What follows belongs to an exercise in optimizing a design on an open flow for small area and a short achievable clock period; a production flow would make more cautious choices.
Where RTL was checked, it was by simulation tests only, not by an equivalence proof against the original.
Only the layout flow was run in runs 3 to 7; the RTL was not checked for function there.
Power is estimated from default activity; no workload was simulated.

==> design/flow/config.mk <==
export PLATFORM = sky130hd
export DESIGN_NAME = barrel_shifter
export DESIGN_NICKNAME = barrel_shifter
export VERILOG_FILES = /design/flow/design.v
export SDC_FILE = /design/flow/constraint.sdc
export NUM_CORES = 4
export LEC_CHECK = 0
export CAP_MARGIN = 20
export CORE_MARGIN = 2
export CORE_UTILIZATION = 65
export GPL_TIMING_DRIVEN = 0
export SLEW_MARGIN = 20
export SYNTH_HIERARCHICAL = 1
export SYNTH_MINIMUM_KEEP_SIZE = 0
==> design/flow/constraint.sdc <==
create_clock -name core_clock -period 3.5 [get_ports {i_clk}]
set_input_delay 0.7000 -clock core_clock [delete_from_list [all_inputs] [get_ports {i_clk}]]
set_output_delay 0.7000 -clock core_clock [all_outputs]
set_load 0.01 [all_outputs]
==> design/flow/design.v <==
module barrel_shifter (
    input  logic        i_clk,
    input  logic        i_signed,
    input  logic        i_shift_left,
    input  logic [4:0]  i_shift_amt,
    input  logic [31:0] i_data,
    output logic [31:0] o_data
);
    logic left, s4, fill, fill_n, cm_n;
    assign left = i_shift_left;
    assign s4   = i_shift_amt[4];
    assign fill = i_signed & i_data[31];
    logic sr0, sr1, sr0_n, sl0_n, cm, ch;
    logic [1:0] sl1_n;    
    bs_nor2  u_sr0   (.a(left), .b(s4), .y(sr0));
    bs_andn  u_sr1   (.a(s4), .b_n(left), .y(sr1));
    bs_or2   u_sr0_n (.a(left), .b(s4), .y(sr0_n));
    bs_nand2 u_sl0_n (.a(left), .b(s4), .y(sl0_n));
    bs_orn   u_sl1_n0 (.a(s4), .b_n(left), .y(sl1_n[0]));
    bs_orn   u_sl1_n1 (.a(s4), .b_n(left), .y(sl1_n[1]));
    bs_nand3b u_cm_n (.a_n(left), .b(i_signed), .c(i_data[31]), .y(cm_n));
    bs_nand2  u_cm   (.a(s4), .b(cm_n), .y(cm));
    bs_nand2  u_fl_n (.a(i_signed), .b(i_data[31]), .y(fill_n));
    bs_nand2b u_ch   (.a_n(left), .b(fill_n), .y(ch));
    logic [3:0] ax, ax_n, a, a_n;
    for (genvar t = 0; t < 4; t++) begin : g_sel
        bs_xor2  u_x  (.a(i_shift_amt[t]), .b(left), .y(ax[t]));
        bs_xnor2 u_xn (.a(i_shift_amt[t]), .b(left), .y(ax_n[t]));
        bs_inv   u_a  (.a(ax_n[t]), .y(a[t]));
        bs_inv   u_an (.a(ax[t]),   .y(a_n[t]));
    end
    logic [46:0] v16_n;
    logic [38:0] v8;
    logic [34:0] v4_n;
    logic [32:0] v2;
    logic [31:0] res_n;
    logic [31:0] q_n;
    for (genvar i = 0; i < 15; i++) begin : g_s16_lo
        bs_aoi22 u (.a(i_data[i]), .sa(sr0), .b(i_data[i+16]), .sb(sr1), .y(v16_n[i]));
    end
    assign v16_n[15] = ~((i_data[15] & ~left & ~s4) | (i_data[31] & ~left & s4) | (i_data[0] & left & ~s4));
    for (genvar i = 16; i < 31; i++) begin : g_s16_mid
        bs_oai221 u (.a(i_data[i]), .sa_n(sr0_n), .b(i_data[i-15]), .sb_n(sl1_n[0]),
                     .c(cm), .y(v16_n[i]));
    end
    assign v16_n[31] = ~((i_data[31] & ~left & ~s4) | (fill & ~left & s4) | (i_data[0] & left & s4)
                         | (i_data[16] & left & ~s4));
    for (genvar i = 32; i < 47; i++) begin : g_s16_hi
        bs_oai221 u (.a(i_data[i-31]), .sa_n(sl0_n), .b(i_data[i-15]), .sb_n(sl1_n[1]),
                     .c(ch), .y(v16_n[i]));
    end
    for (genvar i = 0; i < 39; i++) begin : g_s8
        bs_mux_n u (.a(v16_n[i]), .sa_n(a[3]), .b(v16_n[i+8]), .sb_n(a_n[3]), .y(v8[i]));
    end
    for (genvar i = 0; i < 35; i++) begin : g_s4
        bs_mux_n u (.a(v8[i]), .sa_n(a[2]), .b(v8[i+4]), .sb_n(a_n[2]), .y(v4_n[i]));
    end
    for (genvar i = 0; i < 33; i++) begin : g_s2
        bs_mux_n u (.a(v4_n[i]), .sa_n(a[1]), .b(v4_n[i+2]), .sb_n(a_n[1]), .y(v2[i]));
    end
    for (genvar i = 0; i < 32; i++) begin : g_s1
        bs_mux_n u (.a(v2[i]), .sa_n(a[0]), .b(v2[i+1]), .sb_n(a_n[0]), .y(res_n[i]));
    end
    always_ff @(posedge i_clk) q_n <= res_n;
    assign o_data = ~q_n;
endmodule
module bs_mux_n (input logic a, sa_n, b, sb_n, output logic y);
    assign y = ~((a | sa_n) & (b | sb_n));
endmodule
module bs_aoi22 (input logic a, sa, b, sb, output logic y);
    assign y = ~((a & sa) | (b & sb));
endmodule
module bs_oai221 (input logic a, sa_n, b, sb_n, c, output logic y);
    assign y = ~((a | sa_n) & (b | sb_n) & c);
endmodule
module bs_inv (input logic a, output logic y);
    assign y = ~a;
endmodule
module bs_nor2 (input logic a, b, output logic y);
    assign y = ~(a | b);
endmodule
module bs_or2 (input logic a, b, output logic y);
    assign y = a | b;
endmodule
module bs_nand2 (input logic a, b, output logic y);
    assign y = ~(a & b);
endmodule
module bs_andn (input logic a, b_n, output logic y);
    assign y = a & ~b_n;
endmodule
module bs_orn (input logic a, b_n, output logic y);
    assign y = a | ~b_n;
endmodule
module bs_xor2 (input logic a, b, output logic y);
    assign y = a ^ b;
endmodule
module bs_xnor2 (input logic a, b, output logic y);
    assign y = ~(a ^ b);
endmodule
module bs_nand3b (input logic a_n, b, c, output logic y);
    assign y = ~(~a_n & b & c);
endmodule
module bs_nand2b (input logic a_n, b, output logic y);
    assign y = ~(~a_n & b);
endmodule
==> design/flow/flow/run.sh <==
#!/bin/bash
set -e
here=$(pwd)
export BUFFER_PORTS_ARGS="-buffer_cell sky130_fd_sc_hd__buf_1"
export POST_FLOORPLAN_TCL="$here/flow/post_floorplan.tcl"
export PRE_RESIZE_TCL="$here/flow/pre_resize.tcl"
bash standard.sh > standard.log 2>&1
==> design/flow/flow/post_floorplan.tcl <==
# Size every gate by its load (the shifter stages drive two gates and end up
# at drive strength 1; the select lines drive 15 to 39 gates).
source [file join [file dirname [info script]] sizing.tcl]
size_insts [[ord::get_db_block] getInsts]
==> design/flow/flow/pre_resize.tcl <==
# Size the input port buffers (buf_1 from buffer_ports) by their loads.
source [file join [file dirname [info script]] sizing.tcl]
set bufs {}
foreach inst [[ord::get_db_block] getInsts] {
  if { [string match "input*" [$inst getName]] } { lappend bufs $inst }
}
size_insts $bufs
==> design/flow/flow/sizing.tcl <==
# Drive-strength sizing by load, used by post_floorplan.tcl and
# pre_resize.tcl. The load of a driver counts each input pin it drives by
# half the drive strength of that pin's cell, rounded up (a rough stand-in
# for its input capacitance), and each output port as 1.
proc load_of { inst } {
  foreach it [$inst getITerms] {
    if { [$it isOutputSignal] } {
      set net [$it getNet]
      if { $net == "NULL" } { return 0 }
      set n [llength [$net getBTerms]]
      foreach l [$net getITerms] {
        if { [$l isOutputSignal] } { continue }
        if { [regexp {_([0-9]+)$} [[[$l getInst] getMaster] getName] -> s] && $s > 1 } {
          incr n [expr { ($s + 1) / 2 }]
        } else {
          incr n
        }
      }
      return $n
    }
  }
  return 0
}
# Smallest drive strength whose capacity covers the load.
proc size_inst { inst } {
  set caps {1 3 2 6 4 20 6 30 8 1000}
  set m [[$inst getMaster] getName]
  if { ![regexp {^sky130_fd_sc_hd__([a-z0-9]+)_([0-9]+)$} $m -> base size] } { return }
  if { [string match "df*" $base] || [string match "tap*" $base] || [string match "clk*" $base] } { return }
  set fo [load_of $inst]
  set best ""
  foreach {s cap} $caps {
    set cand [[ord::get_db] findMaster "sky130_fd_sc_hd__${base}_$s"]
    if { $cand == "NULL" } { continue }
    set best $cand
    if { $fo <= $cap } { break }
  }
  if { $best != "" && [$best getName] != $m } {
    puts "resize [$inst getName]: $m -> [$best getName] (load $fo)"
    $inst swapMaster $best
  }
}
# Size the given instances, those with the largest loads first so that
# their drivers see their final sizes (two passes).
proc size_insts { insts } {
  for {set pass 0} {$pass < 2} {incr pass} {
    foreach inst $insts { size_inst $inst }
  }
}
==> design/flow/standard.sh <==
#!/bin/bash
# synth_recipe.tcl (not shown) runs the flow's synth.tcl, then flattens the netlist and writes it again
# the make line also repeats each setting of config.mk as NAME=value (left out here)
make -C /OpenROAD-flow-scripts/flow DESIGN_CONFIG=/design/flow/config.mk WORK_HOME=/design/flow/orfs CLKGATE_MAP_FILE= SYNTH_SCRIPT=/design/flow/synth_recipe.tcl "${@:-finish}"
==> results of run 1 <==
critical path, stage by stage:
cell and delay (ns):
buf_6 0.18, nand3b_1 0.23, nand2_4 0.18, o221ai_1 0.16, o22ai_1 0.33, o22ai_1 0.15, o22ai_1 0.24, o22ai_1 0.12
per-module statistics from Yosys (local to each module, per instance):
module	copies in the design	flip-flops and latches	area, sq um
barrel_shifter	1	32	816
bs_aoi22	15	0	12.5
bs_or2	1	0	6.26
bs_nor2	1	0	3.75
bs_orn	2	0	6.26
bs_mux_n	139	0	6.26
bs_inv	8	0	3.75
bs_oai221	30	0	15.0
bs_xor2	4	0	8.76
bs_nand2	3	0	3.75
bs_nand3b	1	0	7.51
bs_nand2b	1	0	6.26
bs_andn	1	0	13.8
bs_xnor2	4	0	8.76
report_power, final:
group	internal (mW)	switching, mW	total (mW)
Combinational	0.236	0.422	0.658
Clock	0.139	0.148	0.287
Sequential	0.454	0.0237	0.477
Total	0.829	0.594	1.42
cells by family after synthesis:
logic type      after synthesis  synth area share (%)
compound gates              186                  61.3
buf+inv                      40                  6.04
flops                        32                  25.8
simple gates                 13                  3.22
mux                           2                 0.806
xor+xnor                      8                  2.82
cell type report:
class                           instances  area (sq um)  share of cell area (%)
Clock buffer                            5          68.8                    2.44
Clock inverter                          3          18.8                   0.666
Sequential cell                        32           641                    22.7
Tap cell                               48          60.1                    2.13
Multi-Input combinational cell        209          1540                    54.6
Timing Repair Buffer                   71           279                    9.91
Inverter                               40           210                    7.46
routing by layer:
layer  vias to the layer above  routed length [um]  GRT usage [%]
met1                      1368                2890           45.8
met4                         0                 242           11.2
li1                       1381                   -              -
met5                         -                   0              0
met3                        41                 800           7.16
met2                       220                3620           60.0
worst paths after layout:
check | to | slack [ns] | start | cells past startpoint
worst max-delay path | q_n[19] | 1.34 | i_shift_left | 8
worst min-delay path | q_n[0] | 1.07 | i_shift_amt[0] | 4
per-stage QoR:
step	hold slack, ns	setup WS, ns	std cells
finish	1.07	1.34	408
global route	1.11	1.28	408
CTS	1.08	1.41	408
detailed placement	1.12	1.11	400
global placement	1.12	0.0398	400
floorplan	1.04	0.966	281
placed cells by master (no fill, tap or decap):
| cell | count |
|---|---|
| inv_8 | 8 |
| nor3b_1 | 1 |
| nor2_4 | 1 |
| clkbuf_8 | 5 |
| nand2_4 | 2 |
| clkinv_2 | 2 |
| a211o_1 | 1 |
| xor2_2 | 4 |
| clkinv_4 | 1 |
| nor2_1 | 1 |
| o221ai_1 | 30 |
| nor2b_4 | 1 |
| a22oi_1 | 15 |
| buf_4 | 1 |
| nand2_1 | 1 |
| buf_2 | 1 |
| inv_1 | 32 |
| or2_4 | 1 |
| mux2i_1 | 2 |
| buf_6 | 1 |
| xnor2_2 | 4 |
| nand2b_4 | 3 |
| buf_1 | 68 |
| dfxtp_1 | 32 |
| nand3b_1 | 2 |
| o21a_1 | 1 |
| o22ai_1 | 139 |
==> impl_metrics.py, run 1 <==
metrics = {
    "logic_synthesis": {
        "yosys_warnings": 7,
        "ys_types": 17,
        "netlist_area_sq_um": 2480,
        "synth_nets": 321,
        "synth_area_per_cell_sq_um": 8.84,
        "synth.top_cell.area_share_pct": 35.0,
        "synth_edf_count": 0,
        "ys_top_cells_by_area": "o22ai_1, dfxtp_1, o221ai_2",
        "async_reset_ff_share_pct": 0,
        "syn-instance-count": 281,
        "synth_common_cells": "o22ai_1, inv_1, dfxtp_1",
        "synth_seq_area_share_pct": 25.8,
        "ys_ff_latch": 32,
        "synth_most_common_cell": "o22ai_1",
        "synth_flop_cell": "dfxtp_1",
        "yosys.area.top_type": "o22ai_1",
    },
    "final_layout": {
        "layout.nets": 399,
        "largest_register": "q_n",
        "drive_above_1_share_pct": 9.72,
        "post-route-util_pct": 76.9,
        "n_antenna_cell": 0,
        "largest_reg_flops": 32,
        "reg_top3": "q_n (32)",
        "n_fill_cell": 308,
        "area_growth_pct": 13.3,
        "fin_area_sq_um": 2820,
    },
    "detailed_routing": {
        "firstDrtPassIters": 9,
        "post_drt_wl_per_cell_um": 18.5,
        "routed_wl_um": 7550,
        "route.detailed.drc": 0,
        "drt-initial-drc-count": 447,
        "vias": 3010,
        "via_per_inst": 7.38,
        "drtAntennaViolNets": 0,
    },
    "global_route": {
        "grt-ovfl-total": 0,
        "grt_pass1_vias": 2587,
        "grt_max_degree": 40,
        "antenna_found_initial": 0,
        "grt_use_total_pct": 35.7,
        "grt_pass1_wl_um": 12100,
    },
    "clock_tree": {
        "cts_max_path_buffers": 2,
        "clock_sinks": 32,
        "cts_setup_buffers": 0,
        "cts.clk_slew.worst_paths_ns": 0.08,
        "postCtsHoldBufs": 0,
        "tritoncts": "built",
        "cts.repair.resized": 0,
        "clockRootBuffer": "clkbuf_8",
        "cts_buffers": 5,
        "htreeDepth": 2,
    },
    "setup_path": {
        "critPathMaxFanout": 21,
        "critical_path_class": "input pin to register",
        "required_ns": 3.66,
        "cp-start-kind": "input pin",
        "crit_arrival_ns": 2.32,
        "critPathCaptureType": "register",
    },
    "timing": {
        "hold_viol": 0,
        "setup_viol": 0,
        "fmax_ghz": 0.463,
        "worst_pin_slew_ns": 0.381,
        "fin_crit_ns": 2.16,
        "max_slew_margin_pct": 74.5,
        "post-route-period-util_pct": 61.7,
        "fin_tns_setup_ns": 0,
        "slew_viol_final": 0,
        "rsz0062_at_grt": "false",
    },
    "floorplan": {
        "start_util_pct": 67.9,
        "pin_count": 72,
        "die-area_sq_um": 4330,
        "core-area_sq_um": 3660,
        "rows": 22,
        "dieWidth_um": 65.8,
        "die_y_um": 65.8,
    },
    "pwr": {
        "p_leak_nw": 1.02,
        "p_total_mw": 1.42,
        "power_density_nw_per_um2": 505,
        "irDropWorstVdd_mv": 0.454,
    },
    "run_status": {
        "outcome": "no timing/DRC/antenna violations",
    },
    "min_path": {
        "hp-class": "input pin to register",
    },
    "placement": {
        "io_buffers": 71,
        "placed_cell_area_sq_um": 2730,
        "hpwlAfterDp_um": 5300,
        "place_congestion": 0.942,
    },
    "run": {
        "drv_cap": 0,
    },
}
==> inputs of run 2 (changes only) <==
==> design/flow/flow/run.sh (replaced) <==
#!/bin/bash
set -e
here=$(pwd)
export BUFFER_PORTS_ARGS="-buffer_cell sky130_fd_sc_hd__buf_1"
export POST_FLOORPLAN_TCL="$here/flow/post_floorplan.tcl"
export PRE_RESIZE_TCL="$here/flow/pre_resize.tcl"
# CTS without dummy balancing loads (cells with no output, area only)
export CTS_ARGS="-sink_clustering_enable -repair_clock_nets -dont_use_dummy_load"
bash standard.sh > standard.log 2>&1
--- a/design/flow/config.mk
+++ b/design/flow/config.mk
@@ -7,8 +7,9 @@
 export LEC_CHECK = 0
 export CAP_MARGIN = 20
 export CORE_MARGIN = 2
-export CORE_UTILIZATION = 65
+export CORE_UTILIZATION = 50
 export GPL_TIMING_DRIVEN = 0
+export PLACE_DENSITY = 0.8
 export SLEW_MARGIN = 20
 export SYNTH_HIERARCHICAL = 1
 export SYNTH_MINIMUM_KEEP_SIZE = 0
==> impl_metrics.py, run 2 <==
metrics = {
    "clock_tree": {
        "cts_max_path_buffers": 2,
        "cts.clk_slew.worst_paths_ns": 0.07,
        "cts.repair.resized": 0,
        "htreeDepth": 2,
        "cts_buffers": 5,
        "clockRootBuffer": "clkbuf_8",
        "clock_sinks": 32,
        "tritoncts": "built",
        "cts_setup_buffers": 0,
        "postCtsHoldBufs": 0,
    },
    "logic_synthesis": {
        "synth_seq_area_share_pct": 25.8,
        "synth_area_per_cell_sq_um": 8.84,
        "synth_nets": 321,
        "synth_xor_area_share_pct": 2.82,
        "synth_flop_cell": "dfxtp_1",
        "ys_ff_latch": 32,
        "ys_top_cells_by_area": "o22ai_1, dfxtp_1, o221ai_2",
        "yosys_warnings": 7,
        "yosys.area.top_type": "o22ai_1",
        "syn-instance-count": 281,
        "yosys.area_share.adder_pct": 0,
        "synth.top_cell.area_share_pct": 35.0,
        "synth_edf_count": 0,
        "synth_common_cells": "o22ai_1, inv_1, dfxtp_1",
        "async_reset_ff_share_pct": 0,
        "netlist_area_sq_um": 2480,
        "synth_compound_area_share_pct": 61.3,
        "synth_most_common_cell": "o22ai_1",
        "synthMuxAreaShare_pct": 0.806,
        "ys_types": 17,
        "synth_top_family_by_area": "compound AO/OA/AOI/OAI gates",
        "synth_simple_gate_area_share_pct": 3.22,
    },
    "setup_path": {
        "required_ns": 3.65,
        "critical_path_class": "input pin to register",
        "crit_arrival_ns": 2.32,
        "critPathMaxFanout": 21,
        "cp-start-kind": "input pin",
        "critPathCaptureType": "register",
    },
    "floorplan": {
        "start_util_pct": 52.3,
        "pin_count": 72,
        "die_y_um": 74.5,
        "core-area_sq_um": 4750,
        "die-area_sq_um": 5550,
        "rows": 25,
        "dieWidth_um": 74.5,
    },
    "min_path": {
        "worstHoldPathCells": 4,
        "min_from": "i_shift_amt[0]",
        "hp-class": "input pin to register",
        "whs_endpoint": "q_n[6]",
    },
    "final_layout": {
        "final_common_cell": "o22ai_1",
        "largest_reg_flops": 32,
        "n_antenna_cell": 0,
        "largest_register": "q_n",
        "area_growth_pct": 13.5,
        "layout.nets": 399,
        "layout_common_cells": "o22ai_1, buf_1, inv_1, dfxtp_1, o221ai_1",
        "post-route-util_pct": 59.3,
        "drive_above_1_share_pct": 8.96,
        "reg_top3": "q_n (32)",
    },
    "timing": {
        "max_slew_margin_pct": 73.9,
        "fin_ws_ns": 1.33,
        "worst_pin_slew_ns": 0.392,
        "post-route-period-util_pct": 61.9,
        "slew_viol_final": 0,
        "setup_viol": 0,
        "fmax_ghz": 0.461,
        "hold_viol": 0,
        "fin_crit_ns": 2.17,
        "rsz0062_at_grt": "false",
    },
    "global_route": {
        "grt_pass1_vias": 2561,
        "top_usage_layer": "met2",
        "use_met1_pct": 36.7,
        "grt_max_degree": 40,
        "use_met3_pct": 6.50,
        "grt_use_total_pct": 28.8,
        "grtUsageMet2_pct": 47.3,
        "grt-ovfl-total": 0,
        "antenna_found_initial": 0,
        "grt_pass1_wl_um": 12600,
    },
    "placement": {
        "dp_slack_ns": 1.11,
        "hpwlAfterDp_um": 5590,
        "place_congestion": 0.914,
        "io_buffers": 71,
    },
    "detailed_routing": {
        "routed_wl_um": 7770,
        "route.detailed.drc": 0,
        "firstDrtPassIters": 5,
        "post_drt_wl_per_cell_um": 18.3,
        "via_per_inst": 6.85,
        "drtAntennaViolNets": 0,
        "vias": 2903,
        "drt-initial-drc-count": 379,
    },
    "pwr": {
        "p_comb_share_pct": 47.7,
        "power_density_nw_per_um2": 488,
        "switching_share_pct": 40.6,
        "irDropWorstVdd_mv": 0.270,
        "pwr-share-clk_pct": 17.8,
        "p_total_mw": 1.38,
        "internal_power_mw": 0.818,
        "p_sw_mw": 0.559,
        "seqPwrFrac_pct": 34.6,
        "p_leak_nw": 1.01,
    },
    "run": {
        "drv_cap": 0,
    },
    "run_status": {
        "outcome": "no timing/DRC/antenna violations",
    },
}
-- run 2: cell counts after synthesis --
No cell type changed its count.
-- run 2: modules after synthesis (local to each module, per instance) --
| module | flip-flops and latches | area [sq um] | times used |
|---|---|---|---|
| bs_xnor2 | 0 | 8.76 | 4 |
| bs_nor2 | 0 | 3.75 | 1 |
| bs_aoi22 | 0 | 12.5 | 15 |
| bs_nand2b | 0 | 6.26 | 1 |
| barrel_shifter | 32 | 816 | 1 |
| bs_xor2 | 0 | 8.76 | 4 |
| bs_orn | 0 | 6.26 | 2 |
| bs_or2 | 0 | 6.26 | 1 |
| bs_andn | 0 | 13.8 | 1 |
| bs_inv | 0 | 3.75 | 8 |
| bs_mux_n | 0 | 6.26 | 139 |
| bs_nand2 | 0 | 3.75 | 3 |
| bs_oai221 | 0 | 15.0 | 30 |
| bs_nand3b | 0 | 7.51 | 1 |
-- run 2: logic make-up after synthesis --
kind of cell / after synthesis
AOI/OAI and AO/OA: 186
buffers and inverters: 40
xor gates and xnor gates: 8
DFF: 32
and+or+nand+nor: 13
muxes: 2
-- run 2: worst max path at each step --
stage                         startpoint  endpoint  slack [ns]  depth (start not counted)
final                       i_shift_left   q_n[29]        1.33                          7
after global routing        i_shift_left   q_n[14]        1.20                          8
after CTS                   i_shift_left   q_n[29]        1.40                          7
after detailed placement    i_shift_left   q_n[29]        1.11                          7
after global placement      i_shift_left   q_n[29]     -0.0005                          7
after floorplan           i_shift_amt[4]   q_n[10]        0.97                          6
-- run 2: power groups by stage --
stage	combinational [mW]	clock, mW	sequential (mW)
floorplan	0.457	0	0.478
global placement	0.637	0	0.481
detailed placement	0.644	0	0.485
CTS	0.647	0.252	0.477
global route	0.724	0.269	0.484
finish	0.656	0.245	0.476
-- run 2: critical path: stages --
cell and delay [ns]:
buf_6 0.27, nand2b_4 0.31, o221ai_1 0.19, o22ai_1 0.32, o22ai_1 0.15, o22ai_1 0.25, o22ai_1 0.11
-- run 2: per-stage QoR --
step	std cells	TNS [ns]	hold WS (ns)	cell area (sq um)
final	424	0	1.07	2820
after global routing	424	0	1.10	2820
after CTS	424	0	1.06	2820
after detailed placement	419	0	1.12	2750
after global placement	419	-0.000524	1.12	2740
after floorplan	281	0	1.04	2480
-- run 2: layer usage --
metal	up-vias	wire, um
met4	0	289
li1	1373	-
met3	31	681
met1	1343	3150
met5	-	0
met2	156	3640
-- run 2: area by class of cell --
type,count,area [sq um]
Fill cell,497,1930
Multi-Input combinational cell,209,1540
Sequential cell,32,641
Timing Repair Buffer,71,279
Inverter,40,210
Tap cell,67,83.8
Clock buffer,5,68.8
==> inputs of run 3 (changes only) <==
--- a/design/flow/design.v
+++ b/design/flow/design.v
@@ -10,11 +10,13 @@
     assign left = i_shift_left;
     assign s4   = i_shift_amt[4];
     assign fill = i_signed & i_data[31];
-    logic sr0, sr1, sr0_n, sl0_n, cm, ch;
+    logic sr1_n, sl0_n, cm, ch, left_n;
+    logic [1:0] sr0_n;    
     logic [1:0] sl1_n;    
-    bs_nor2  u_sr0   (.a(left), .b(s4), .y(sr0));
-    bs_andn  u_sr1   (.a(s4), .b_n(left), .y(sr1));
-    bs_or2   u_sr0_n (.a(left), .b(s4), .y(sr0_n));
+    bs_or2   u_sr0_n0 (.a(left), .b(s4), .y(sr0_n[0]));
+    bs_or2   u_sr0_n1 (.a(left), .b(s4), .y(sr0_n[1]));
+    bs_orn   u_sr1_n  (.a(left), .b_n(s4), .y(sr1_n));
+    bs_inv   u_left_n (.a(left), .y(left_n));
     bs_nand2 u_sl0_n (.a(left), .b(s4), .y(sl0_n));
     bs_orn   u_sl1_n0 (.a(s4), .b_n(left), .y(sl1_n[0]));
     bs_orn   u_sl1_n1 (.a(s4), .b_n(left), .y(sl1_n[1]));
@@ -36,11 +38,12 @@
     logic [31:0] res_n;
     logic [31:0] q_n;
     for (genvar i = 0; i < 15; i++) begin : g_s16_lo
-        bs_aoi22 u (.a(i_data[i]), .sa(sr0), .b(i_data[i+16]), .sb(sr1), .y(v16_n[i]));
+        bs_oai221 u (.a(i_data[i]), .sa_n(sr0_n[0]), .b(i_data[i+16]), .sb_n(sr1_n), .c(left_n),
+                     .y(v16_n[i]));
     end
     assign v16_n[15] = ~((i_data[15] & ~left & ~s4) | (i_data[31] & ~left & s4) | (i_data[0] & left & ~s4));
     for (genvar i = 16; i < 31; i++) begin : g_s16_mid
-        bs_oai221 u (.a(i_data[i]), .sa_n(sr0_n), .b(i_data[i-15]), .sb_n(sl1_n[0]),
+        bs_oai221 u (.a(i_data[i]), .sa_n(sr0_n[1]), .b(i_data[i-15]), .sb_n(sl1_n[0]),
                      .c(cm), .y(v16_n[i]));
     end
     assign v16_n[31] = ~((i_data[31] & ~left & ~s4) | (fill & ~left & s4) | (i_data[0] & left & s4)
@@ -67,26 +70,17 @@
 module bs_mux_n (input logic a, sa_n, b, sb_n, output logic y);
     assign y = ~((a | sa_n) & (b | sb_n));
 endmodule
-module bs_aoi22 (input logic a, sa, b, sb, output logic y);
-    assign y = ~((a & sa) | (b & sb));
-endmodule
 module bs_oai221 (input logic a, sa_n, b, sb_n, c, output logic y);
     assign y = ~((a | sa_n) & (b | sb_n) & c);
 endmodule
 module bs_inv (input logic a, output logic y);
     assign y = ~a;
 endmodule
-module bs_nor2 (input logic a, b, output logic y);
-    assign y = ~(a | b);
-endmodule
 module bs_or2 (input logic a, b, output logic y);
     assign y = a | b;
 endmodule
 module bs_nand2 (input logic a, b, output logic y);
     assign y = ~(a & b);
-endmodule
-module bs_andn (input logic a, b_n, output logic y);
-    assign y = a & ~b_n;
 endmodule
 module bs_orn (input logic a, b_n, output logic y);
     assign y = a | ~b_n;
==> design/flow/flow/run.sh (replaced) <==
#!/bin/bash
set -e
here=$(pwd)
export BUFFER_PORTS_ARGS="-buffer_cell sky130_fd_sc_hd__buf_1"
export POST_FLOORPLAN_TCL="$here/flow/post_floorplan.tcl"
export PRE_RESIZE_TCL="$here/flow/pre_resize.tcl"
bash standard.sh > standard.log 2>&1
--- a/design/flow/config.mk
+++ b/design/flow/config.mk
@@ -7,9 +7,8 @@
 export LEC_CHECK = 0
 export CAP_MARGIN = 20
 export CORE_MARGIN = 2
-export CORE_UTILIZATION = 50
+export CORE_UTILIZATION = 65
 export GPL_TIMING_DRIVEN = 0
-export PLACE_DENSITY = 0.8
 export SLEW_MARGIN = 20
 export SYNTH_HIERARCHICAL = 1
 export SYNTH_MINIMUM_KEEP_SIZE = 0
==> impl_metrics.py, run 3 <==
metrics = {
    "run_status": {
        "outcome": "no timing/DRC/antenna violations",
    },
    "global_route": {
        "grt_pass1_wl_um": 12700,
        "grt_use_total_pct": 37.6,
        "grt-ovfl-total": 0,
        "grt_max_degree": 40,
        "antenna_found_initial": 0,
        "grt_pass1_vias": 2736,
    },
    "detailed_routing": {
        "route.detailed.drc": 0,
        "vias": 3111,
        "firstDrtPassIters": 7,
        "drtAntennaViolNets": 0,
        "drt-initial-drc-count": 478,
        "routed_wl_um": 8150,
        "post_drt_wl_per_cell_um": 19.9,
        "via_per_inst": 7.61,
    },
    "run": {
        "drv_cap": 0,
    },
    "final_layout": {
        "area_growth_pct": 13.4,
        "layout.nets": 400,
        "largest_reg_flops": 32,
        "n_antenna_cell": 0,
        "layout_common_cells": "o22ai_1, buf_1, o221ai_1",
        "fin_area_sq_um": 2860,
        "final_common_cell": "o22ai_1",
        "reg_top3": "q_n (32)",
        "largest_register": "q_n",
        "drive_above_1_share_pct": 9.70,
    },
    "clock_tree": {
        "htreeDepth": 2,
        "clock_sinks": 32,
        "cts.clk_slew.worst_paths_ns": 0.07,
        "cts_max_path_buffers": 2,
        "clockRootBuffer": "clkbuf_8",
        "tritoncts": "built",
        "cts.repair.resized": 0,
        "postCtsHoldBufs": 0,
        "cts_setup_buffers": 0,
        "cts_buffers": 5,
    },
    "timing": {
        "post-route-period-util_pct": 65.3,
        "rsz0062_at_grt": "false",
        "fin_ws_ns": 1.21,
        "fmax_ghz": 0.438,
        "worst_pin_slew_ns": 0.393,
        "fin_tns_setup_ns": 0,
        "setup_viol": 0,
        "slew_viol_final": 0,
        "fin_crit_ns": 2.29,
        "max_slew_margin_pct": 73.8,
        "hold_viol": 0,
    },
    "floorplan": {
        "pin_count": 72,
        "core-area_sq_um": 3690,
        "die_y_um": 66.3,
        "die-area_sq_um": 4390,
        "rows": 22,
        "start_util_pct": 68.4,
        "dieWidth_um": 66.3,
    },
    "min_path": {
        "hp-class": "input pin to register",
    },
    "placement": {
        "place_congestion": 0.996,
        "hpwlAfterDp_um": 5640,
        "io_buffers": 71,
        "placed_cell_area_sq_um": 2750,
        "dp_slack_ns": 1.13,
    },
    "logic_synthesis": {
        "ys_types": 15,
        "yosys_warnings": 7,
        "synth_common_cells": "o22ai_1, o221ai_2, inv_1",
        "synth_area_per_cell_sq_um": 8.94,
        "ys_ff_latch": 32,
        "synth.top_cell.area_share_pct": 34.5,
        "netlist_area_sq_um": 2520,
        "async_reset_ff_share_pct": 0,
        "synth_seq_area_share_pct": 25.4,
        "synth_nets": 322,
        "yosys.area.top_type": "o22ai_1",
        "synth_edf_count": 0,
        "synth_flop_cell": "dfxtp_1",
        "synth_most_common_cell": "o22ai_1",
        "syn-instance-count": 282,
        "ys_top_cells_by_area": "o22ai_1, o221ai_2, dfxtp_1",
    },
    "pwr": {
        "internal_power_mw": 0.907,
        "p_leak_nw": 1.02,
        "power_density_nw_per_um2": 529,
        "pwr-share-clk_pct": 23.1,
        "p_total_mw": 1.51,
        "p_sw_mw": 0.604,
        "seqPwrFrac_pct": 31.9,
        "irDropWorstVdd_mv": 0.368,
        "switching_share_pct": 40.0,
        "p_comb_share_pct": 45.0,
    },
    "setup_path": {
        "cp-start-kind": "input pin",
        "critPathCaptureType": "register",
        "critPathMaxFanout": 22,
        "critical_path_class": "input pin to register",
        "crit_arrival_ns": 2.45,
        "required_ns": 3.66,
    },
}
==> run 3: worst paths after layout <==
check | startpoint | endpoint | slack [ns] | cells past startpoint
worst min-delay path | i_shift_amt[0] | q_n[0] | 1.05 | 4
worst max-delay path | i_shift_left | q_n[10] | 1.21 | 8
==> run 3: cell families (layout without fill, tap and decap cells) <==
kind of cell / Yosys count / in the layout / synth area share [%]
compound gates: 186 / 186 / 61.9
xor+xnor: 8 / 8 / 2.78
buf+inv: 41 / 120 / 6.10
flops: 32 / 32 / 25.4
mux: 2 / 2 / 0.794
simple gates: 13 / 13 / 2.98
==> run 3: critical path, cell delays in order <==
cell and delay (ns):
buf_6 0.19, nand3b_1 0.23, nand2_4 0.18, o221ai_1 0.19, o22ai_1 0.35, o22ai_1 0.17
o22ai_1 0.29, o22ai_1 0.15
==> run 3: power groups by stage <==
stage / Sequential [mW] / Combinational, mW / Clock (mW)
5_1_grt: 0.488 / 0.735 / 0.361
2_1_floorplan: 0.479 / 0.466 / 0
4_1_cts: 0.482 / 0.663 / 0.349
3_3_place_gp: 0.481 / 0.635 / 0
6_report: 0.482 / 0.680 / 0.348
3_5_place_dp: 0.488 / 0.657 / 0
==> run 3: modules after synthesis, one instance, submodules excluded, excerpt <==
module          flops+latches  cells inside
bs_xnor2                    0             1
bs_or2                      0             1
bs_xor2                     0             1
barrel_shifter             32            71
bs_nand2b                   0             1
bs_orn                      0             1
bs_nand2                    0             1
bs_mux_n                    0             1
bs_inv                      0             1
==> run 3: final cells by class <==
cell class	count	area [sq um]
sequential	32	641
inverter	41	216
clock inverter	2	35.0
multi-input combinational	209	1560
tap	48	60.1
clock buffer	6	72.6
timing repair buffer	71	279
fill	289	830
==> run 3: layer usage <==
metal	GRT usage, %	wire length (um)	vias to the layer above
li1	-	-	1398
met1	45.2	3010	1357
met2	61.3	3710	287
met3	7.50	921	69
met4	22.7	513	0
met5	0	0	-
==> run 3: stage by stage <==
step | hold WS, ns | utilization [%] | cells
floorplan | 1.04 | - | 282
global placement | 1.12 | 74.3 | 401
detailed placement | 1.12 | 74.6 | 401
CTS | 1.06 | 77.5 | 409
global route | 1.10 | 77.5 | 409
finish | 1.05 | 77.5 | 409
==> inputs of run 4 (changes only) <==
--- a/design/flow/flow/sizing.tcl
+++ b/design/flow/flow/sizing.tcl
@@ -27,6 +27,8 @@
   set m [[$inst getMaster] getName]
   if { ![regexp {^sky130_fd_sc_hd__([a-z0-9]+)_([0-9]+)$} $m -> base size] } { return }
   if { [string match "df*" $base] || [string match "tap*" $base] || [string match "clk*" $base] } { return }
+  # XOR gates only drive the select inverters; keep them small
+  if { [string match "x*or2" $base] } { return }
   set fo [load_of $inst]
   set best ""
   foreach {s cap} $caps {
==> impl_metrics.py, run 4 <==
metrics = {
    "pwr": {
        "power_density_nw_per_um2": 535,
        "switching_share_pct": 39.8,
        "pwr-share-clk_pct": 23.4,
        "irDropWorstVdd_mv": 0.351,
        "internal_power_mw": 0.902,
        "p_sw_mw": 0.597,
        "p_leak_nw": 0.995,
        "seqPwrFrac_pct": 32.0,
        "p_comb_share_pct": 44.6,
    },
    "clock_tree": {
        "postCtsHoldBufs": 0,
        "cts_buffers": 5,
        "cts_setup_buffers": 0,
        "cts_max_path_buffers": 2,
        "tritoncts": "built",
        "clock_sinks": 32,
        "cts.clk_slew.worst_paths_ns": 0.07,
        "htreeDepth": 2,
        "clockRootBuffer": "clkbuf_8",
        "cts.repair.resized": 0,
    },
    "logic_synthesis": {
        "synth_most_common_cell": "o22ai_1",
        "synth_nets": 322,
        "synth.top_cell.area_share_pct": 34.5,
        "synth_xor_area_share_pct": 2.78,
        "yosys.area.top_type": "o22ai_1",
        "yosys.area_share.adder_pct": 0,
        "ys_types": 15,
        "synth_top_family_by_area": "compound AO/OA/AOI/OAI gates",
        "ys_top_cells_by_area": "o22ai_1, o221ai_2, dfxtp_1",
        "synth_common_cells": "o22ai_1, o221ai_2, inv_1",
        "synth_simple_gate_area_share_pct": 2.98,
        "synthMuxAreaShare_pct": 0.794,
        "synth_edf_count": 0,
        "ys_ff_latch": 32,
        "async_reset_ff_share_pct": 0,
        "netlist_area_sq_um": 2520,
        "yosys_warnings": 7,
        "synth_flop_cell": "dfxtp_1",
        "synth_compound_area_share_pct": 61.9,
        "synth_area_per_cell_sq_um": 8.94,
        "synth_seq_area_share_pct": 25.4,
        "syn-instance-count": 282,
    },
    "final_layout": {
        "reg_top3": "q_n (32)",
        "layout.nets": 400,
        "largest_register": "q_n",
        "largest_reg_flops": 32,
        "n_antenna_cell": 0,
        "fin_area_sq_um": 2800,
        "drive_above_1_share_pct": 7.76,
        "area_growth_pct": 11.2,
        "final_common_cell": "o22ai_1",
        "layout_common_cells": "o22ai_1, buf_1, o221ai_1",
    },
    "floorplan": {
        "rows": 22,
        "die_y_um": 66.3,
        "pin_count": 72,
        "start_util_pct": 68.4,
        "core-area_sq_um": 3690,
        "die-area_sq_um": 4390,
        "dieWidth_um": 66.3,
    },
    "setup_path": {
        "cp-start-kind": "input pin",
        "crit_arrival_ns": 2.37,
        "critical_path_class": "input pin to register",
        "required_ns": 3.66,
        "critPathMaxFanout": 39,
        "critPathCaptureType": "register",
    },
    "detailed_routing": {
        "post_drt_wl_per_cell_um": 19.3,
        "drt-initial-drc-count": 463,
        "vias": 3007,
        "via_per_inst": 7.35,
        "routed_wl_um": 7900,
        "firstDrtPassIters": 7,
        "drtAntennaViolNets": 0,
        "route.detailed.drc": 0,
    },
    "global_route": {
        "grt_use_total_pct": 37.6,
        "use_met1_pct": 49.1,
        "antenna_found_initial": 0,
        "grtUsageMet2_pct": 59.5,
        "use_met3_pct": 7.67,
        "top_usage_layer": "met2",
        "grt_pass1_vias": 2738,
        "grt-ovfl-total": 0,
        "grt_max_degree": 40,
        "grt_pass1_wl_um": 12900,
    },
    "min_path": {
        "hp-class": "input pin to register",
        "whs_endpoint": "q_n[30]",
        "worstHoldPathCells": 4,
        "min_from": "i_shift_amt[0]",
    },
    "placement": {
        "place_congestion": 1.00,
        "placed_cell_area_sq_um": 2690,
        "hpwlAfterDp_um": 5400,
        "io_buffers": 71,
    },
    "timing": {
        "worst_pin_slew_ns": 0.451,
        "post-route-period-util_pct": 63.3,
        "fin_hold_ws_ns": 1.01,
        "rsz0062_at_grt": "false",
        "fin_crit_ns": 2.21,
        "setup_viol": 0,
        "max_slew_margin_pct": 69.8,
        "slew_viol_final": 0,
        "hold_viol": 0,
        "fmax_ghz": 0.451,
        "fin_tns_setup_ns": 0,
    },
    "run": {
        "drv_cap": 0,
    },
    "run_status": {
        "outcome": "no timing/DRC/antenna violations",
    },
}
==> run 4: cell count changes in the layout (fill, tap and decap cells not counted) <==
cell / change
clkbuf_1: -1
clkinvlp_4: +1
xnor2_1: +4
xnor2_2: -4
xor2_1: +4
xor2_2: -4
==> run 4: per-stage QoR <==
stage	utilization (%)	std cells	setup slack (ns)	power (mW)
floorplan	-	282	1.23	0.945
global placement	72.6	401	0.384	1.11
detailed placement	73.0	401	1.07	1.13
CTS	76.0	409	1.37	1.48
global route	76.0	409	1.13	1.59
finish	76.0	409	1.29	1.50
==> run 4: area by class of cell <==
type	count	area (sq um)
fill	292	886
inverter	41	216
multi-input combinational	209	1500
sequential	32	641
clock buffer	5	68.8
timing repair buffer	71	279
clock inverter	3	42.5
tap	48	60.1
==> run 4: worst max path at each step <==
stage,to,slack (ns),cells past startpoint,from
3_3_place_gp,q_n[14],0.38,7,i_shift_left
5_1_grt,q_n[11],1.13,7,i_shift_left
3_5_place_dp,q_n[28],1.07,7,i_shift_left
2_1_floorplan,q_n[10],1.23,6,i_shift_left
4_1_cts,q_n[11],1.37,7,i_shift_left
6_report,q_n[12],1.29,7,i_shift_left
==> run 4: kinds of logic (layout without fill, tap and decap cells) <==
family                 Yosys count  after routing
AND/OR/NAND/NOR                 13             13
multiplexers                     2              2
flip-flops                      32             32
AO/OA/AOI/OAI                  186            186
XOR/XNOR                         8              8
buffers and inverters           41            120
==> run 4: per-module statistics from Yosys (local to each module, per instance), excerpt <==
| module | flops+latches | cells inside |
|---|---|---|
| bs_oai221 | 0 | 1 |
| bs_nand3b | 0 | 1 |
| bs_nand2 | 0 | 1 |
| bs_nand2b | 0 | 1 |
| bs_orn | 0 | 1 |
| bs_xnor2 | 0 | 1 |
| barrel_shifter | 32 | 71 |
| bs_or2 | 0 | 1 |
==> run 4: layer usage <==
metal,routed length (um),up-vias,share of wire [%]
met5,0,-,0
met3,857,52,11
met4,425,0,5.4
li1,-,1404,-
met1,3120,1315,39
met2,3510,236,44
==> run 4: power groups by stage <==
stage | Sequential [mW] | Clock (mW) | Combinational [mW]
finish | 0.479 | 0.351 | 0.669
global route | 0.486 | 0.369 | 0.734
detailed placement | 0.488 | 0 | 0.646
floorplan | 0.479 | 0 | 0.466
CTS | 0.480 | 0.352 | 0.651
global placement | 0.481 | 0 | 0.630
==> run 4: worst max-delay path, stage by stage <==
cell	delay [ns]
buf_6	0.21
xor2_1	0.42
inv_8	0.17
o22ai_1	0.35
o22ai_1	0.18
o22ai_1	0.23
o22ai_1	0.11
==> inputs of run 5 (changes only) <==
--- a/design/flow/design.v
+++ b/design/flow/design.v
@@ -6,24 +6,25 @@
     input  logic [31:0] i_data,
     output logic [31:0] o_data
 );
-    logic left, s4, fill, fill_n, cm_n;
+    logic left, s4, fill;
     assign left = i_shift_left;
     assign s4   = i_shift_amt[4];
     assign fill = i_signed & i_data[31];
-    logic sr1_n, sl0_n, cm, ch, left_n;
+    logic left_n, s4_n, fill_n, lf_n, sr1_n, sl0_n, cm, ch;
     logic [1:0] sr0_n;    
     logic [1:0] sl1_n;    
-    bs_or2   u_sr0_n0 (.a(left), .b(s4), .y(sr0_n[0]));
-    bs_or2   u_sr0_n1 (.a(left), .b(s4), .y(sr0_n[1]));
-    bs_orn   u_sr1_n  (.a(left), .b_n(s4), .y(sr1_n));
     bs_inv   u_left_n (.a(left), .y(left_n));
-    bs_nand2 u_sl0_n (.a(left), .b(s4), .y(sl0_n));
-    bs_orn   u_sl1_n0 (.a(s4), .b_n(left), .y(sl1_n[0]));
-    bs_orn   u_sl1_n1 (.a(s4), .b_n(left), .y(sl1_n[1]));
-    bs_nand3b u_cm_n (.a_n(left), .b(i_signed), .c(i_data[31]), .y(cm_n));
-    bs_nand2  u_cm   (.a(s4), .b(cm_n), .y(cm));
-    bs_nand2  u_fl_n (.a(i_signed), .b(i_data[31]), .y(fill_n));
-    bs_nand2b u_ch   (.a_n(left), .b(fill_n), .y(ch));
+    bs_inv   u_s4_n   (.a(s4), .y(s4_n));
+    bs_nand2 u_sr0_n0 (.a(left_n), .b(s4_n), .y(sr0_n[0]));
+    bs_nand2 u_sr0_n1 (.a(left_n), .b(s4_n), .y(sr0_n[1]));
+    bs_nand2 u_sr1_n  (.a(left_n), .b(s4), .y(sr1_n));
+    bs_nand2 u_sl0_n  (.a(left), .b(s4), .y(sl0_n));
+    bs_nand2 u_sl1_n0 (.a(left), .b(s4_n), .y(sl1_n[0]));
+    bs_nand2 u_sl1_n1 (.a(left), .b(s4_n), .y(sl1_n[1]));
+    bs_nand2 u_fill_n (.a(i_signed), .b(i_data[31]), .y(fill_n));
+    bs_nand3 u_lf_n   (.a(left_n), .b(i_signed), .c(i_data[31]), .y(lf_n));
+    bs_nand2 u_cm     (.a(s4), .b(lf_n), .y(cm));
+    bs_nand2 u_ch     (.a(left_n), .b(fill_n), .y(ch));
     logic [3:0] ax, ax_n, a, a_n;
     for (genvar t = 0; t < 4; t++) begin : g_sel
         bs_xor2  u_x  (.a(i_shift_amt[t]), .b(left), .y(ax[t]));
@@ -76,14 +77,11 @@
 module bs_inv (input logic a, output logic y);
     assign y = ~a;
 endmodule
-module bs_or2 (input logic a, b, output logic y);
-    assign y = a | b;
-endmodule
 module bs_nand2 (input logic a, b, output logic y);
     assign y = ~(a & b);
 endmodule
-module bs_orn (input logic a, b_n, output logic y);
-    assign y = a | ~b_n;
+module bs_nand3 (input logic a, b, c, output logic y);
+    assign y = ~(a & b & c);
 endmodule
 module bs_xor2 (input logic a, b, output logic y);
     assign y = a ^ b;
@@ -91,9 +89,3 @@
 module bs_xnor2 (input logic a, b, output logic y);
     assign y = ~(a ^ b);
 endmodule
-module bs_nand3b (input logic a_n, b, c, output logic y);
-    assign y = ~(~a_n & b & c);
-endmodule
-module bs_nand2b (input logic a_n, b, output logic y);
-    assign y = ~(~a_n & b);
-endmodule
--- a/design/flow/flow/sizing.tcl
+++ b/design/flow/flow/sizing.tcl
@@ -27,8 +27,6 @@
   set m [[$inst getMaster] getName]
   if { ![regexp {^sky130_fd_sc_hd__([a-z0-9]+)_([0-9]+)$} $m -> base size] } { return }
   if { [string match "df*" $base] || [string match "tap*" $base] || [string match "clk*" $base] } { return }
-  # XOR gates only drive the select inverters; keep them small
-  if { [string match "x*or2" $base] } { return }
   set fo [load_of $inst]
   set best ""
   foreach {s cap} $caps {
==> impl_metrics.py, run 5 <==
metrics = {
    "timing": {
        "setup_viol": 0,
        "post-route-period-util_pct": 64.9,
        "fin_crit_ns": 2.27,
        "max_slew_margin_pct": 75.3,
        "fin_tns_setup_ns": 0,
        "slew_viol_final": 0,
        "hold_viol": 0,
        "rsz0062_at_grt": "false",
        "fmax_ghz": 0.440,
        "worst_pin_slew_ns": 0.371,
    },
    "final_layout": {
        "reg_top3": "q_n (32)",
        "n_antenna_cell": 0,
        "largest_reg_flops": 32,
        "area_growth_pct": 13.5,
        "final_common_cell": "o22ai_1",
        "layout.nets": 401,
        "layout_common_cells": "o22ai_1, buf_1, o221ai_1",
        "n_fill_cell": 296,
        "drive_above_1_share_pct": 9.94,
        "largest_register": "q_n",
    },
    "floorplan": {
        "rows": 22,
        "pin_count": 72,
        "die-area_sq_um": 4370,
        "die_y_um": 66.1,
        "dieWidth_um": 66.1,
        "start_util_pct": 68.0,
        "core-area_sq_um": 3690,
    },
    "clock_tree": {
        "htreeDepth": 2,
        "tritoncts": "built",
        "cts_buffers": 5,
        "cts.repair.resized": 0,
        "postCtsHoldBufs": 0,
        "cts.clk_slew.worst_paths_ns": 0.07,
        "clock_sinks": 32,
        "clockRootBuffer": "clkbuf_8",
        "cts_setup_buffers": 0,
        "cts_max_path_buffers": 2,
    },
    "pwr": {
        "irDropWorstVdd_mv": 0.348,
        "p_total_mw": 1.46,
        "p_leak_nw": 1.02,
        "power_density_nw_per_um2": 512,
    },
    "logic_synthesis": {
        "ys_types": 14,
        "synth_nets": 323,
        "syn-instance-count": 283,
        "async_reset_ff_share_pct": 0,
        "ys_top_cells_by_area": "o22ai_1, o221ai_2, dfxtp_1",
        "synth_flop_cell": "dfxtp_1",
        "yosys.area.top_type": "o22ai_1",
        "ys_ff_latch": 32,
        "netlist_area_sq_um": 2510,
        "synth_most_common_cell": "o22ai_1",
        "synth_seq_area_share_pct": 25.5,
        "synth_edf_count": 0,
        "yosys_warnings": 7,
        "synth_common_cells": "o22ai_1, o221ai_2, inv_1",
        "synth_area_per_cell_sq_um": 8.86,
        "synth.top_cell.area_share_pct": 34.7,
    },
    "setup_path": {
        "cpPeakStageDelay_ns": 0.33,
        "worst-path-buf-inv": 2,
        "crit_chain": "buf_6, inv_6, nand3_1, nand2_4, o221ai_1, o22ai_1, o22ai_1, o22ai_1, o22ai_1",
        "cp_top_family": "compound AO/OA/AOI/OAI gates",
        "crit_arrival_ns": 2.44,
        "critical_path_class": "input pin to register",
        "crit_top_cell": "o22ai_1",
        "critPathCaptureType": "register",
        "cp-start-kind": "input pin",
        "critPathMaxFanout": 20,
        "required_ns": 3.67,
        "slowest_stage": "o22ai_1",
    },
    "detailed_routing": {
        "via_per_inst": 7.20,
        "post_drt_wl_per_cell_um": 18.8,
        "drt-initial-drc-count": 541,
        "route.detailed.drc": 0,
        "firstDrtPassIters": 7,
        "vias": 2951,
        "routed_wl_um": 7700,
        "drtAntennaViolNets": 0,
    },
    "global_route": {
        "grt_max_degree": 40,
        "grt_use_total_pct": 37.2,
        "grt_pass1_vias": 2636,
        "grt_pass1_wl_um": 12700,
        "grt-ovfl-total": 0,
        "antenna_found_initial": 0,
    },
    "run_status": {
        "outcome": "no timing/DRC/antenna violations",
    },
    "min_path": {
        "hp-class": "input pin to register",
    },
    "placement": {
        "io_buffers": 71,
        "place_congestion": 0.952,
        "hpwlAfterDp_um": 5420,
    },
    "run": {
        "drv_cap": 0,
    },
}
[run 5: path summary, 6_finish.rpt]
path	end	slack [ns]	cells after the start	start
setup / recovery	q_n[24]	1.23	9	i_shift_left
hold / removal	q_n[0]	1.05	4	i_shift_amt[0]
[run 5: through the flow]
| step | setup slack, ns | utilization [%] | area, sq um | hold slack (ns) | instances |
|---|---|---|---|---|---|
| after floorplan | 0.739 | - | 2510 | 1.04 | 283 |
| after global placement | 0.0442 | 74.3 | 2740 | 1.12 | 402 |
| after detailed placement | 0.992 | 74.6 | 2750 | 1.12 | 402 |
| after CTS | 1.29 | 77.2 | 2850 | 1.06 | 410 |
| after global routing | 1.13 | 77.2 | 2850 | 1.10 | 410 |
| final | 1.23 | 77.2 | 2850 | 1.05 | 410 |
[run 5: kinds of logic (layout without fill, tap and decap cells)]
group | count (synthesis) | count (layout) | synth area share (%)
buf+inv | 42 | 121 | 6.29
simple gates | 13 | 13 | 2.30
xor+xnor | 8 | 8 | 2.79
compound gates | 186 | 186 | 62.3
flops | 32 | 32 | 25.5
mux | 2 | 2 | 0.798
[run 5: report_power, final]
| part | switching [mW] | total (mW) | internal (mW) |
|---|---|---|---|
| combinational | 0.433 | 0.671 | 0.238 |
| clock | 0.147 | 0.306 | 0.160 |
| sequential | 0.0260 | 0.481 | 0.455 |
| total | 0.605 | 1.46 | 0.853 |
[run 5: modules after synthesis, one instance, submodules excluded]
module,copies in the design,flops+latches
bs_oai221,45,0
bs_inv,10,0
bs_mux_n,139,0
bs_nand2,9,0
bs_xor2,4,0
bs_nand3,1,0
bs_xnor2,4,0
barrel_shifter,1,32
[run 5: layout make-up]
class,count,area [sq um],share of cell area (%)
multi-input combinational,209,1550,54.4
timing repair buffer,71,279,9.80
inverter,42,225,7.91
clock inverter,1,7.51,0.264
sequential,32,641,22.5
tap,48,60.1,2.11
clock buffer,7,86.3,3.03
[run 5: layer usage]
| layer | global-route usage [%] | wire length (um) | vias up |
|---|---|---|---|
| met2 | 60.9 | 3570 | 223 |
| li1 | - | - | 1395 |
| met5 | 0 | 0 | - |
| met1 | 47.4 | 3000 | 1292 |
| met4 | 14.8 | 330 | 0 |
| met3 | 8.18 | 798 | 41 |
==> inputs of run 6 (changes only) <==
--- a/design/flow/config.mk
+++ b/design/flow/config.mk
@@ -7,8 +7,9 @@
 export LEC_CHECK = 0
 export CAP_MARGIN = 20
 export CORE_MARGIN = 2
-export CORE_UTILIZATION = 65
+export CORE_UTILIZATION = 50
 export GPL_TIMING_DRIVEN = 0
+export PLACE_DENSITY = 0.8
 export SLEW_MARGIN = 20
 export SYNTH_HIERARCHICAL = 1
 export SYNTH_MINIMUM_KEEP_SIZE = 0
==> impl_metrics.py, run 6 <==
metrics = {
    "setup_path": {
        "crit_top_cell": "o22ai_1",
        "worst-path-buf-inv": 2,
        "required_ns": 3.67,
        "cp-start-kind": "input pin",
        "slowest_stage": "o22ai_1",
        "crit_arrival_ns": 2.44,
        "crit_chain": "buf_6, inv_6, nand3_1, nand2_4, o221ai_1, o22ai_1, o22ai_1, o22ai_1, o22ai_1",
        "critPathMaxFanout": 20,
        "critPathCaptureType": "register",
        "critical_path_class": "input pin to register",
        "cpPeakStageDelay_ns": 0.34,
        "cp_top_family": "compound AO/OA/AOI/OAI gates",
    },
    "floorplan": {
        "core-area_sq_um": 4790,
        "die-area_sq_um": 5600,
        "dieWidth_um": 74.8,
        "rows": 25,
        "die_y_um": 74.8,
        "start_util_pct": 52.4,
        "pin_count": 72,
    },
    "logic_synthesis": {
        "yosys.area.top_type": "o22ai_1",
        "synth_nets": 323,
        "ys_ff_latch": 32,
        "ys_types": 14,
        "syn-instance-count": 283,
        "synth_area_per_cell_sq_um": 8.86,
        "netlist_area_sq_um": 2510,
        "synth_seq_area_share_pct": 25.5,
        "async_reset_ff_share_pct": 0,
        "synth_most_common_cell": "o22ai_1",
        "synth_flop_cell": "dfxtp_1",
        "yosys_warnings": 7,
        "synth_common_cells": "o22ai_1, o221ai_2, inv_1",
        "synth_edf_count": 0,
        "synth.top_cell.area_share_pct": 34.7,
        "ys_top_cells_by_area": "o22ai_1, o221ai_2, dfxtp_1",
    },
    "clock_tree": {
        "cts.repair.resized": 0,
        "cts_max_path_buffers": 2,
        "htreeDepth": 2,
        "tritoncts": "built",
        "clock_sinks": 32,
        "cts_buffers": 5,
        "postCtsHoldBufs": 0,
        "cts.clk_slew.worst_paths_ns": 0.06,
        "cts_setup_buffers": 0,
        "clockRootBuffer": "clkbuf_8",
    },
    "final_layout": {
        "post-route-util_pct": 60.3,
        "reg_top3": "q_n (32)",
        "layout.nets": 401,
        "layout_common_cells": "o22ai_1, buf_1, o221ai_1",
        "register_area_sq_um": 641,
        "largest_register": "q_n",
        "n_antenna_cell": 0,
        "n_fill_cell": 464,
        "multi_input_area_sq_um": 1550,
        "final_common_cell": "o22ai_1",
        "drive_above_1_share_pct": 9.94,
        "largest_reg_flops": 32,
        "area_growth_pct": 15.0,
    },
    "timing": {
        "rsz0062_at_grt": "false",
        "slew_viol_final": 0,
        "fin_crit_ns": 2.27,
        "post-route-period-util_pct": 64.8,
        "worst_pin_slew_ns": 0.369,
        "fin_ws_ns": 1.23,
        "setup_viol": 0,
        "max_slew_margin_pct": 75.4,
        "fmax_ghz": 0.441,
        "hold_viol": 0,
    },
    "run": {
        "drv_cap": 0,
    },
    "pwr": {
        "irDropWorstVdd_mv": 0.271,
        "p_leak_nw": 1.03,
        "switching_share_pct": 38.9,
        "power_density_nw_per_um2": 513,
        "p_comb_share_pct": 44.7,
        "p_sw_mw": 0.576,
        "pwr-share-clk_pct": 23.1,
        "seqPwrFrac_pct": 32.2,
        "internal_power_mw": 0.904,
    },
    "min_path": {
        "hp-class": "input pin to register",
    },
    "global_route": {
        "antenna_found_initial": 0,
        "grt_max_degree": 40,
        "grt_pass1_vias": 2547,
        "grt-ovfl-total": 0,
        "grtUsageMet2_pct": 45.3,
        "use_met1_pct": 37.0,
        "use_met3_pct": 7.63,
        "grt_use_total_pct": 28.1,
        "grt_pass1_wl_um": 12300,
        "top_usage_layer": "met2",
    },
    "placement": {
        "hpwlAfterDp_um": 5390,
        "io_buffers": 71,
        "place_congestion": 0.953,
        "dp_slack_ns": 0.978,
    },
    "detailed_routing": {
        "via_per_inst": 6.74,
        "route.detailed.drc": 0,
        "drtAntennaViolNets": 0,
        "vias": 2892,
        "post_drt_wl_per_cell_um": 17.8,
        "routed_wl_um": 7620,
        "drt-initial-drc-count": 324,
        "firstDrtPassIters": 5,
    },
    "run_status": {
        "outcome": "no timing/DRC/antenna violations",
    },
}
==> run 6: cell types whose count changed in the layout (fill, tap and decap cells not counted) <==
cell        previous run  this run
bufinv_16              0         1
clkinvlp_4             1         0
clkbuf_8               6         5
clkinv_2               0         1
==> run 6: layout make-up <==
type	instances	area share (%)
multi-input combinational	209	53.7
sequential	32	22.2
timing repair buffer	71	9.67
inverter	42	7.81
tap	67	2.91
clock buffer	6	2.52
clock inverter	2	1.21
==> run 6: stage by stage <==
| step | instances | hold slack, ns | instance area, sq um | setup TNS, ns | power (mW) |
|---|---|---|---|---|---|
| global route | 429 | 1.08 | 2880 | 0 | 1.59 |
| global placement | 421 | 1.12 | 2760 | -0.0979 | 1.13 |
| finish | 429 | 1.05 | 2880 | 0 | 1.48 |
| detailed placement | 421 | 1.12 | 2780 | 0 | 1.14 |
| floorplan | 283 | 1.04 | 2510 | 0 | 0.945 |
| CTS | 429 | 1.05 | 2880 | 0 | 1.48 |
==> run 6: path summary, 6_finish.rpt <==
path	from	endpoint	cells past startpoint
min	i_shift_amt[0]	q_n[0]	4
max	i_shift_left	q_n[19]	9
==> run 6: power groups by stage <==
stage / sequential (mW) / clock [mW] / combinational, mW
3_3_place_gp: 0.482 / 0 / 0.648
3_5_place_dp: 0.484 / 0 / 0.651
5_1_grt: 0.487 / 0.375 / 0.731
2_1_floorplan: 0.479 / 0 / 0.466
6_report: 0.477 / 0.342 / 0.661
4_1_cts: 0.477 / 0.349 / 0.653
==> run 6: metal layers <==
metal	vias up	wire (um)	part of all wire, %
met4	0	200	2.6
met1	1320	3240	42
li1	1395	-	-
met3	23	633	8.3
met2	154	3550	47
met5	-	0	0
==> run 6: Yosys stat by module, one instance, submodules excluded <==
module	times used	cell area (sq um)	cells inside
barrel_shifter	1	816	71
bs_inv	10	3.75	1
bs_mux_n	139	6.26	1
bs_nand2	9	3.75	1
bs_nand3	1	5.00	1
bs_oai221	45	15.0	1
bs_xnor2	4	8.76	1
bs_xor2	4	8.76	1
==> run 6: tightest hold or removal path, delay by kind of cell <==
kind	cells	cell delay [ns]
AO/OA/AOI/OAI	1	0.10
XOR/XNOR	1	0.20
buffers and inverters	2	0.28
==> run 6: cells by family (layout without fill, tap and decap cells) <==
| family | count (synthesis) | after routing | share of synthesized area, % |
|---|---|---|---|
| and+or+nand+nor | 13 | 13 | 2.30 |
| buffers and inverters | 42 | 121 | 6.29 |
| muxes | 2 | 2 | 0.798 |
| AOI/OAI and AO/OA | 186 | 186 | 62.3 |
| xor gates and xnor gates | 8 | 8 | 2.79 |
| DFF | 32 | 32 | 25.5 |
==> inputs of run 7 (changes only) <==
--- a/design/flow/design.v
+++ b/design/flow/design.v
@@ -10,10 +10,11 @@
     assign left = i_shift_left;
     assign s4   = i_shift_amt[4];
     assign fill = i_signed & i_data[31];
-    logic left_n, s4_n, fill_n, lf_n, sr1_n, sl0_n, cm, ch;
+    logic left_n, left_nc, s4_n, fill_n, lf_n, sr1_n, sl0_n, cm, ch;
     logic [1:0] sr0_n;    
     logic [1:0] sl1_n;    
     bs_inv   u_left_n (.a(left), .y(left_n));
+    bs_inv   u_left_nc (.a(left), .y(left_nc));
     bs_inv   u_s4_n   (.a(s4), .y(s4_n));
     bs_nand2 u_sr0_n0 (.a(left_n), .b(s4_n), .y(sr0_n[0]));
     bs_nand2 u_sr0_n1 (.a(left_n), .b(s4_n), .y(sr0_n[1]));
@@ -28,7 +29,7 @@
     logic [3:0] ax, ax_n, a, a_n;
     for (genvar t = 0; t < 4; t++) begin : g_sel
         bs_xor2  u_x  (.a(i_shift_amt[t]), .b(left), .y(ax[t]));
-        bs_xnor2 u_xn (.a(i_shift_amt[t]), .b(left), .y(ax_n[t]));
+        bs_inv   u_xn (.a(ax[t]), .y(ax_n[t]));
         bs_inv   u_a  (.a(ax_n[t]), .y(a[t]));
         bs_inv   u_an (.a(ax[t]),   .y(a_n[t]));
     end
@@ -39,7 +40,7 @@
     logic [31:0] res_n;
     logic [31:0] q_n;
     for (genvar i = 0; i < 15; i++) begin : g_s16_lo
-        bs_oai221 u (.a(i_data[i]), .sa_n(sr0_n[0]), .b(i_data[i+16]), .sb_n(sr1_n), .c(left_n),
+        bs_oai221 u (.a(i_data[i]), .sa_n(sr0_n[0]), .b(i_data[i+16]), .sb_n(sr1_n), .c(left_nc),
                      .y(v16_n[i]));
     end
     assign v16_n[15] = ~((i_data[15] & ~left & ~s4) | (i_data[31] & ~left & s4) | (i_data[0] & left & ~s4));
@@ -86,6 +87,3 @@
 module bs_xor2 (input logic a, b, output logic y);
     assign y = a ^ b;
 endmodule
-module bs_xnor2 (input logic a, b, output logic y);
-    assign y = ~(a ^ b);
-endmodule
--- a/design/flow/config.mk
+++ b/design/flow/config.mk
@@ -7,9 +7,8 @@
 export LEC_CHECK = 0
 export CAP_MARGIN = 20
 export CORE_MARGIN = 2
-export CORE_UTILIZATION = 50
+export CORE_UTILIZATION = 65
 export GPL_TIMING_DRIVEN = 0
-export PLACE_DENSITY = 0.8
 export SLEW_MARGIN = 20
 export SYNTH_HIERARCHICAL = 1
 export SYNTH_MINIMUM_KEEP_SIZE = 0
==> impl_metrics.py, run 7 <==
metrics = {
    "run_status": {
        "outcome": "no timing/DRC/antenna violations",
    },
    "logic_synthesis": {
        "synth_seq_area_share_pct": 25.7,
        "async_reset_ff_share_pct": 0,
        "synth_common_cells": "o22ai_1, inv_1, o221ai_2",
        "netlist_area_sq_um": 2490,
        "synth_edf_count": 0,
        "ys_types": 13,
        "synth_flop_cell": "dfxtp_1",
        "syn-instance-count": 284,
        "yosys_warnings": 7,
        "synth_nets": 324,
        "yosys.area.top_type": "o22ai_1",
        "synth_most_common_cell": "o22ai_1",
        "synth.top_cell.area_share_pct": 34.9,
        "ys_ff_latch": 32,
        "synth_area_per_cell_sq_um": 8.77,
        "ys_top_cells_by_area": "o22ai_1, o221ai_2, dfxtp_1",
    },
    "setup_path": {
        "crit_chain": "buf_4, inv_4, nand3_1, nand2_4, o221ai_1, o22ai_1, o22ai_1, o22ai_1, o22ai_1",
        "slowest_stage": "o22ai_1",
        "critPathMaxFanout": 15,
        "cpPeakStageDelay_ns": 0.32,
        "required_ns": 3.66,
        "critical_path_class": "input pin to register",
        "crit_arrival_ns": 2.42,
        "cp-start-kind": "input pin",
        "worst-path-buf-inv": 2,
        "critPathCaptureType": "register",
        "cp_top_family": "compound AO/OA/AOI/OAI gates",
        "crit_top_cell": "o22ai_1",
    },
    "clock_tree": {
        "clockRootBuffer": "clkbuf_8",
        "tritoncts": "built",
        "htreeDepth": 2,
        "cts_max_path_buffers": 2,
        "postCtsHoldBufs": 0,
        "cts.clk_slew.worst_paths_ns": 0.08,
        "cts_setup_buffers": 0,
        "clock_sinks": 32,
        "cts_buffers": 5,
        "cts.repair.resized": 0,
    },
    "floorplan": {
        "die-area_sq_um": 4340,
        "rows": 22,
        "die_y_um": 65.9,
        "dieWidth_um": 65.9,
        "start_util_pct": 68.0,
        "pin_count": 72,
        "core-area_sq_um": 3660,
    },
    "detailed_routing": {
        "via_per_inst": 7.43,
        "vias": 3054,
        "route.detailed.drc": 0,
        "drt-initial-drc-count": 569,
        "routed_wl_um": 8010,
        "firstDrtPassIters": 8,
        "drtAntennaViolNets": 0,
        "post_drt_wl_per_cell_um": 19.5,
    },
    "timing": {
        "fin_tns_setup_ns": 0,
        "fmax_ghz": 0.443,
        "hold_viol": 0,
        "fin_crit_ns": 2.26,
        "rsz0062_at_grt": "false",
        "fin_hold_ws_ns": 1.00,
        "worst_pin_slew_ns": 0.373,
        "slew_viol_final": 0,
        "setup_viol": 0,
        "max_slew_margin_pct": 75.1,
        "post-route-period-util_pct": 64.5,
        "fin_ws_ns": 1.24,
    },
    "placement": {
        "dp_slack_ns": 1.01,
        "place_congestion": 0.953,
        "hpwlAfterDp_um": 5580,
        "placed_cell_area_sq_um": 2700,
        "io_buffers": 71,
    },
    "min_path": {
        "hp-class": "input pin to register",
        "min_from": "i_shift_amt[0]",
        "worstHoldPathCells": 4,
        "whs_endpoint": "q_n[0]",
    },
    "global_route": {
        "grt_pass1_wl_um": 13000,
        "grt_max_degree": 40,
        "grt-ovfl-total": 0,
        "grt_use_total_pct": 38.7,
        "antenna_found_initial": 0,
        "grt_pass1_vias": 2756,
    },
    "final_layout": {
        "final_common_cell": "o22ai_1",
        "layout.nets": 402,
        "reg_top3": "q_n (32)",
        "area_growth_pct": 12.3,
        "largest_reg_flops": 32,
        "multi_input_area_sq_um": 1480,
        "register_area_sq_um": 641,
        "n_antenna_cell": 0,
        "largest_register": "q_n",
        "drive_above_1_share_pct": 10.2,
        "layout_common_cells": "o22ai_1, buf_1, o221ai_1",
        "n_fill_cell": 281,
        "fin_area_sq_um": 2800,
    },
    "pwr": {
        "p_leak_nw": 1.01,
        "power_density_nw_per_um2": 522,
        "irDropWorstVdd_mv": 0.329,
        "p_total_mw": 1.46,
    },
    "run": {
        "drv_cap": 0,
    },
}
## run 7: worst max-delay path by stage
stage / from / cells after the start / slack (ns) / to
2_1_floorplan: i_shift_left / 8 / 1.22 / q_n[16]
3_3_place_gp: i_shift_left / 8 / 0.41 / q_n[3]
3_5_place_dp: i_shift_left / 9 / 1.01 / q_n[18]
4_1_cts: i_shift_left / 9 / 1.31 / q_n[18]
5_1_grt: i_shift_left / 9 / 1.14 / q_n[8]
6_report: i_shift_left / 9 / 1.24 / q_n[18]
## run 7: kinds of logic (layout without fill, tap and decap cells)
| kind of cell | Yosys count | after routing | share of synthesized area (%) |
|---|---|---|---|
| xor+xnor | 4 | 4 | 1.41 |
| buf+inv | 47 | 126 | 7.08 |
| simple gates | 13 | 13 | 2.31 |
| mux | 2 | 2 | 0.804 |
| flops | 32 | 32 | 25.7 |
| compound gates | 186 | 186 | 62.7 |
## run 7: power by group
| group | leakage, nW | internal, mW | switching [mW] |
|---|---|---|---|
| clock network | 0.0445 | 0.160 | 0.150 |
| logic | 0.694 | 0.234 | 0.438 |
| registers | 0.270 | 0.455 | 0.0248 |
| total | 1.01 | 0.848 | 0.612 |
## run 7: cell type report
cell class                 instances  area share (%)
clock inverter                     1           0.268
tap                               48            2.15
timing repair buffer              71            9.84
clock buffer                       7            3.09
inverter                          47            8.72
sequential                        32            22.9
multi-input combinational        205            53.0
## run 7: modules after synthesis (local to each module, per instance)
| module | flip-flops and latches | area [sq um] |
|---|---|---|
| barrel_shifter | 32 | 816 |
| bs_inv | 0 | 3.75 |
| bs_mux_n | 0 | 6.26 |
| bs_nand2 | 0 | 3.75 |
| bs_nand3 | 0 | 5.00 |
| bs_oai221 | 0 | 15.0 |
| bs_xor2 | 0 | 8.76 |
## run 7: metal layers
layer | part of all wire, % | global-route usage (%) | routed length, um
met4 | 5.1 | 18.5 | 405
met3 | 10 | 14.0 | 823
met1 | 38 | 45.7 | 3080
met2 | 46 | 62.0 | 3700
met5 | 0 | 0 | 0
## run 7: per-stage QoR
step	util, %	instances
after global placement	73.6	403
after floorplan	-	284
final	76.4	411
after CTS	76.4	411
after global routing	76.4	411
after detailed placement	73.8	403
